From an optimization exercise on the open Yosys and OpenROAD flow, aimed at small area, a short achievable clock period and few clock cycles; shortcuts taken in it are not production practice.
The RTL was checked by simulation tests, not by an equivalence proof against the original design.
Power and IR drop assume default switching activity.

==> cedar <==
==> flow/design.v (excerpt) <==
module ysyx_22051086_ALU (
    input         ex_valid,
    input         clk,
    input         rst,
    input  [4:0]  aluop,
    input  [63:0] alu_src1,
    input  [63:0] alu_src2,
    output [63:0] alu_res,
    output        alu_busy
);
reg st_idle, st_exec, st_mul, st_nega, st_negb, st_lz, st_align, st_div, st_corr, st_fix;
reg        done;
reg [63:0] res;      
reg [63:0] opa;      
reg        rsign;    
reg [63:0] opb;      
reg [5:0]  cnt;
reg [2:0]  bd0, bd1;     
reg f_sum, f_sub, f_and, f_or, f_xor, f_sh, f_sll, f_sra, f_slt, f_sltu;
reg neg_q, neg_r, is_rem, neg_b;
wire [63:0] a = alu_src1;
wire [63:0] b = alu_src2;
wire i_mul  = aluop == 5'b01101 || aluop == 5'b01000;
wire i_mulw = aluop == 5'b01000;
wire i_dw   = aluop == 5'b10011 || aluop == 5'b10100 || aluop == 5'b01001 || aluop == 5'b01010;
wire i_div  = i_dw || aluop == 5'b10010 || aluop == 5'b10101 || aluop == 5'b10110;
wire i_sgn  = aluop == 5'b10110 || aluop == 5'b01001 || aluop == 5'b01010;
wire i_rem  = aluop == 5'b10101 || aluop == 5'b10100 || aluop == 5'b01010;
wire i_srw  = aluop == 5'b01111 || aluop == 5'b10000;
wire [63:0] a_ext = {{32{~aluop[4] & a[31]}}, a[31:0]};
wire [63:0] b_ext = {{32{~aluop[4] & b[31]}}, b[31:0]};
wire [63:0] a_w = {{32{a[31]}}, a[31:0]};
wire [63:0] b_w = {{32{b[31]}}, b[31:0]};
wire        sa = i_sgn & (i_dw ? a[31] : a[63]);
  ...
clock: 10.0 ns
lec_check: 0
cap_margin: 20
core_margin: 2
core_utilization: 30
setup_slack_margin: 5
slew_margin: 20
tns_end_percent: 5
run.sh (not shown) runs the stock make flow with config.mk's settings and CLKGATE_MAP_FILE= SYNTH_SCRIPT=/design/flow/synth_recipe.tcl, a recipe that flattens the netlist after the stock synthesis.
==> inputs of harbor, as changes to cedar <==
--- a/flow/design.v
+++ b/flow/design.v
@@ -72,28 +72,32 @@
 );
 reg st_idle, st_exec, st_mul, st_nega, st_negb, st_lz, st_align, st_div, st_corr, st_fix;
 reg        done;
 reg [63:0] res;      
 reg [63:0] opa;      
 reg        rsign;    
 reg [63:0] opb;      
 reg [5:0]  cnt;
+reg [5:0]  rot;      
 reg [2:0]  bd0, bd1;     
 reg f_sum, f_sub, f_and, f_or, f_xor, f_sh, f_sll, f_sra, f_slt, f_sltu;
 reg neg_q, neg_r, is_rem, neg_b;
+reg bz;          
 wire [63:0] a = alu_src1;
 wire [63:0] b = alu_src2;
 wire i_mul  = aluop == 5'b01101 || aluop == 5'b01000;
 wire i_mulw = aluop == 5'b01000;
 wire i_dw   = aluop == 5'b10011 || aluop == 5'b10100 || aluop == 5'b01001 || aluop == 5'b01010;
 wire i_div  = i_dw || aluop == 5'b10010 || aluop == 5'b10101 || aluop == 5'b10110;
 wire i_sgn  = aluop == 5'b10110 || aluop == 5'b01001 || aluop == 5'b01010;
 wire i_rem  = aluop == 5'b10101 || aluop == 5'b10100 || aluop == 5'b01010;
 wire i_srw  = aluop == 5'b01111 || aluop == 5'b10000;
+wire i_sll  = aluop == 5'b00101 || aluop == 5'b01110;
+wire i_sh   = i_sll || i_srw || aluop == 5'b00110 || aluop == 5'b00111;
 wire [63:0] a_ext = {{32{~aluop[4] & a[31]}}, a[31:0]};
 wire [63:0] b_ext = {{32{~aluop[4] & b[31]}}, b[31:0]};
 wire [63:0] a_w = {{32{a[31]}}, a[31:0]};
 wire [63:0] b_w = {{32{b[31]}}, b[31:0]};
 wire        sa = i_sgn & (i_dw ? a[31] : a[63]);
 wire        sb = i_sgn & (i_dw ? b[31] : b[63]);
 wire [63:0] ma = i_mulw ? a_w : a;
 wire [63:0] mb = i_mulw ? b_w : b;
@@ -134,60 +138,61 @@
 wire lt_u = sum[64];
 wire lt_s = (opa[63] & ~opb[63]) | (~(opa[63] ^ opb[63]) & sum[63]);
 wire [5:0]  lz_r, lz_d;
 wire        nz_r, nz_d;
 ysyx_22051086_LZC64 u_lzr(.x(opa), .lz(lz_r), .nz(nz_r));
 ysyx_22051086_LZC64 u_lzd(.x(opb), .lz(lz_d), .nz(nz_d));
 wire        d_small = lz_d < lz_r;           
 wire [5:0]  s_cnt   = lz_d - lz_r;
-wire [63:0] rx = st_align ? opb : opa;
-wire [5:0]  ramt = st_align ? (6'd0 - cnt) : f_sll ? (6'd0 - opb[5:0]) : opb[5:0];
+wire [63:0] rx = opb;
+wire [5:0]  ramt = rot;
 wire [63:0] r1 = ramt[0] ? {rx[0],     rx[63:1]}  : rx;
 wire [63:0] r2 = ramt[1] ? {r1[1:0],   r1[63:2]}  : r1;
 wire [63:0] r3 = ramt[2] ? {r2[3:0],   r2[63:4]}  : r2;
 wire [63:0] r4 = ramt[3] ? {r3[7:0],   r3[63:8]}  : r3;
 wire [63:0] r5 = ramt[4] ? {r4[15:0],  r4[63:16]} : r4;
 wire [63:0] r6 = ramt[5] ? {r5[31:0],  r5[63:32]} : r5;
-wire        sh_fill = f_sra & opa[63];
+wire        sh_fill = f_sra & opb[63];
 reg  [63:0] sh_out;
 integer k;
 always @(*) begin
     for (k = 0; k < 64; k = k + 1)
-        sh_out[k] = f_sll ? (opb[5:0] > k ? 1'b0 : r6[k])
-                          : (opb[5:0] > 63 - k ? sh_fill : r6[k]);
+        sh_out[k] = f_sll ? (opa[5:0] > k ? 1'b0 : r6[k])
+                          : (opa[5:0] > 63 - k ? sh_fill : r6[k]);
 end
 wire [63:0] alu_val = f_sum ? sum[63:0]
                     : f_and ? cs_c[63:0]
                     : f_or  ? (cs_s[63:0] | cs_c[63:0])
                     : f_xor ? cs_s[63:0]
                     : f_slt ? {63'b0, lt_s}
                     : f_sltu ? {63'b0, lt_u}
                     : sh_out;
 wire mul_last = (&opb[63:3]) | ~(|opb[63:3]);
 wire q_bit    = ~sum[64];
 wire cnt_z    = cnt == 6'd0;
-wire start    = st_idle & ex_valid & ~done;
-wire al_triv  = ~nz_d | d_small;
+wire cap      = st_idle & ~done;        
+wire start    = cap & ex_valid;
+wire al_triv  = bz | d_small;
 wire div_end  = st_div & cnt_z;
 wire go_corr  = (div_end | (st_lz & al_triv)) & is_rem;
 wire go_fix   = ((div_end | (st_lz & al_triv)) & ~is_rem & neg_q) | (st_corr & neg_r);
 wire finish   = (st_exec) | (st_mul & mul_last) | st_fix
               | ((div_end | (st_lz & al_triv)) & ~is_rem & ~neg_q)
               | (st_corr & ~neg_r);
 wire ns_exec  = start & ~i_mul & ~i_div;
 wire ns_mul   = (start & i_mul) | (st_mul & ~mul_last);
 wire ns_nega  = start & i_div & sa;
 wire ns_negb  = (start & i_div & ~sa & sb) | (st_nega & neg_b);
 wire ns_lz    = (start & i_div & ~sa & ~sb) | (st_nega & ~neg_b) | st_negb;
 wire ns_align = st_lz & ~al_triv & (s_cnt != 6'd0);
 wire ns_div   = st_align | (st_lz & ~al_triv & (s_cnt == 6'd0)) | (st_div & ~cnt_z);
 wire ns_corr  = go_corr;
 wire ns_fix   = go_fix;
-wire is_rem_n = start ? i_rem : is_rem;
+wire is_rem_n = cap ? i_rem : is_rem;
 wire f_sub_n  = aluop == 5'b10001 || aluop == 5'b01011 || aluop == 5'b01100;
 wire q_inv_n  = (ns_exec & f_sub_n) | ns_nega | ns_negb | (ns_fix & is_rem_n);
 always @(posedge clk) begin
     if (rst) begin
         st_idle <= 1'b1;
         {st_exec, st_mul, st_nega, st_negb, st_lz, st_align, st_div, st_corr, st_fix} <= 9'b0;
         {p_opa, p_res, q_opbr, q_opa, q_invr, c0r} <= 6'b0;
         done <= 1'b0;
@@ -199,32 +204,32 @@
         st_nega  <= ns_nega;
         st_negb  <= ns_negb;
         st_lz    <= ns_lz;
         st_align <= ns_align;
         st_div   <= ns_div;
         st_corr  <= ns_corr;
         st_fix   <= ns_fix;
         p_opa    <= ns_exec | ns_div | ns_corr;
-        p_res    <= ns_mul | (ns_fix & ~is_rem_n);
+        p_res    <= (st_mul & ~mul_last) | (ns_fix & ~is_rem_n);    
         q_opbr   <= ns_exec | ns_div | ns_negb;
         q_opa    <= ns_nega | (ns_fix & is_rem_n);
         q_invr   <= q_inv_n;
         c0r      <= q_inv_n | (ns_fix & ~is_rem_n);
     end
 end
 always @(posedge clk) begin
-    if (start) begin
-        res    <= 64'b0;
+    if (cap) begin
         rsign  <= 1'b0;
         bd0    <= i_mul ? bd0_in : 3'b0;
         bd1    <= i_mul ? bd1_in : 3'b0;
         neg_q  <= sa ^ sb;
         neg_r  <= sa;
         neg_b  <= sb;
+        bz     <= i_dw ? ~(|b[31:0]) : ~(|b);
         is_rem <= i_rem;
         f_sum  <= aluop == 5'b00001 || aluop == 5'b10001;
         f_sub  <= f_sub_n;
         f_and  <= aluop == 5'b00010;
         f_or   <= aluop == 5'b00011;
         f_xor  <= aluop == 5'b00100;
         f_slt  <= aluop == 5'b01011;
         f_sltu <= aluop == 5'b01100;
@@ -232,33 +237,35 @@
         f_sra  <= aluop == 5'b00110 || aluop == 5'b01111;
         if (i_mul) begin
             opa <= swap ? b : a;
             opb <= swap ? ma : mb;
         end else if (i_dw) begin
             opa <= a_ext;
             opb <= b_ext;
         end else begin
-            opa <= i_srw ? a_ext : a;
-            opb <= b;
+            opa <= i_sh ? b : a;
+            opb <= i_sh ? (i_srw ? a_ext : a) : b;
+            rot <= i_sll ? 6'd0 - b[5:0] : b[5:0];
         end
     end
     if (st_exec) res <= alu_val;
     if (st_mul) begin
         res <= sum[63:0];
         opa <= {opa[59:0], 4'b0};
         opb <= {{4{opb[63]}}, opb[63:4]};
         bd0 <= bd0_nx;
         bd1 <= bd1_nx;
     end
     if (st_nega) opa <= sum[63:0];
     if (st_negb) opb <= sum[63:0];
     if (st_lz) begin
-        res <= {64{~nz_d ^ neg_q}};
+        res <= {64{bz ^ neg_q}};
         cnt <= s_cnt;
+        rot <= lz_r - lz_d;
     end
     if (st_align) opb <= r6;
     if (st_div) begin
         res   <= {res[62:0], q_bit ^ neg_q};
         opa   <= sum[63:0];
         rsign <= sum[64];
         if (~cnt_z) opb <= {1'b0, opb[63:1]};
         cnt   <= cnt - 6'd1;
CAP_MARGIN = 35   (was 20)
CORE_UTILIZATION = 40   (was 30)
SLEW_MARGIN = 35   (was 20)
==> notes <==
Of harbor and cedar, cedar has the higher combinational power (gap about 6%, measured against cedar).
Critical path depth: harbor is higher than cedar (7).
Against cedar, the clock power of harbor is smaller by about 5%.
Of harbor and cedar, harbor has the higher register-to-register slack (gap 0.19 ns).
Against cedar, the hold slack of harbor is better by 0.011 ns.
Of harbor and cedar, harbor has the higher core utilization (gap 11 points).
Sequential share of layout area: cedar is lower than harbor (0.74 points).
Against cedar, the power of harbor is smaller by 4.2%.
In cedar the wire length is larger than in harbor, by 9.0%.
Synthesized area: cedar is smaller than harbor (2.5%).
Between cedar and harbor, the lower non-clock buffer count is in harbor (gap 50).
==> figures <==
| item | harbor | cedar |
|---|---|---|
| Result of the run | timing/DRC/antenna clean | timing/DRC/antenna clean |
| Sequential cell area | 0.00645 mm2 | 0.00623 mm2 |
| Vias after detailed routing | 46069 | 47445 |
| Post-synthesis cell type count | 101 | 94 |
| Share of synthesized area occupied by flip-flops and latches | 16.8% | 16.6% |
| Number of search-and-repair iterations in the first detailed-routing pass | 10 | 12 |
| Largest fanout of any net on the critical path | 8 | 28 |
| Initial antenna violation count | 23 | 13 |
| R2r endpoint | res[34] | res[19] |
| Clock Skews | 0.0485 ns | 0.0341 ns |
| Area share of the largest cell type after synthesis | 12.5% | 12.2% |
| Fraction of cell area in non-clock buffers | 10.3% | 11.5% |
| Die outline height | 313 um | 357 um |
| Capturing element of the worst setup path | res[34] | res[19] |
| Crit path required time | 10.34 ns | 10.37 ns |
| Fin area | 0.0463 mm2 | 0.0472 mm2 |
| Multi-input gates | 3992 | 4070 |
| Maximum ir drop on the vdd rail | 265 uV | 194 uV |
| Power in sequential cells | 0.00197 W | 0.00189 W |
| Routed WL per cell | 37.4 um | 38.0 um |
| Worst hold slack | 0.485 ns | 0.474 ns |
| P_comb | 0.0129 W | 0.0137 W |
| Die Outline Area | 0.0982 mm2 | 0.127 mm2 |
Testbench counts of cedar, summed over its fixed seeds: cycles 110,120.
Testbench counts of harbor, summed over its fixed seeds: cycles 110,120.

afterwards: timing with drivers on the ports:
The flow's constraints put no driver on any port. The routed layouts listed below were extracted and timed again, unchanged, in two steps. Step 1 (the two cells are an assumption about what drives the block):
set clk [get_ports {clk}]
set_driving_cell -lib_cell sky130_fd_sc_hd__clkbuf_16 $clk
set_driving_cell -lib_cell sky130_fd_sc_hd__buf_2 [delete_from_list [all_inputs] $clk]
Step 2 adds t to the input delays and takes it off the output delays; t is the mean of the earliest and latest rising clock arrival at the registers after step 1. Input paths then give back, and output paths get back, about the clock's delay inside the block. Three values: ideal ports, drivers, drivers and shift; two values: the first two.
run	t (ns)	setup WS [ns]	latest minus earliest clock arrival (ns)	slew at the worst register clock pin (ns)	worst slew at a driven data input, ns
cedar	0.700	4.420 / 4.420 / 3.911	0.034 / 0.034	0.07 / 0.07	0.05
harbor	0.698	4.614 / 4.614 / 4.070	0.048 / 0.049	0.07 / 0.07	0.05
After both steps every run listed still meets setup and hold. The setup slack of harbor, which loses most, moves by 0.000 ns with the drivers and by -0.544 ns with both steps.
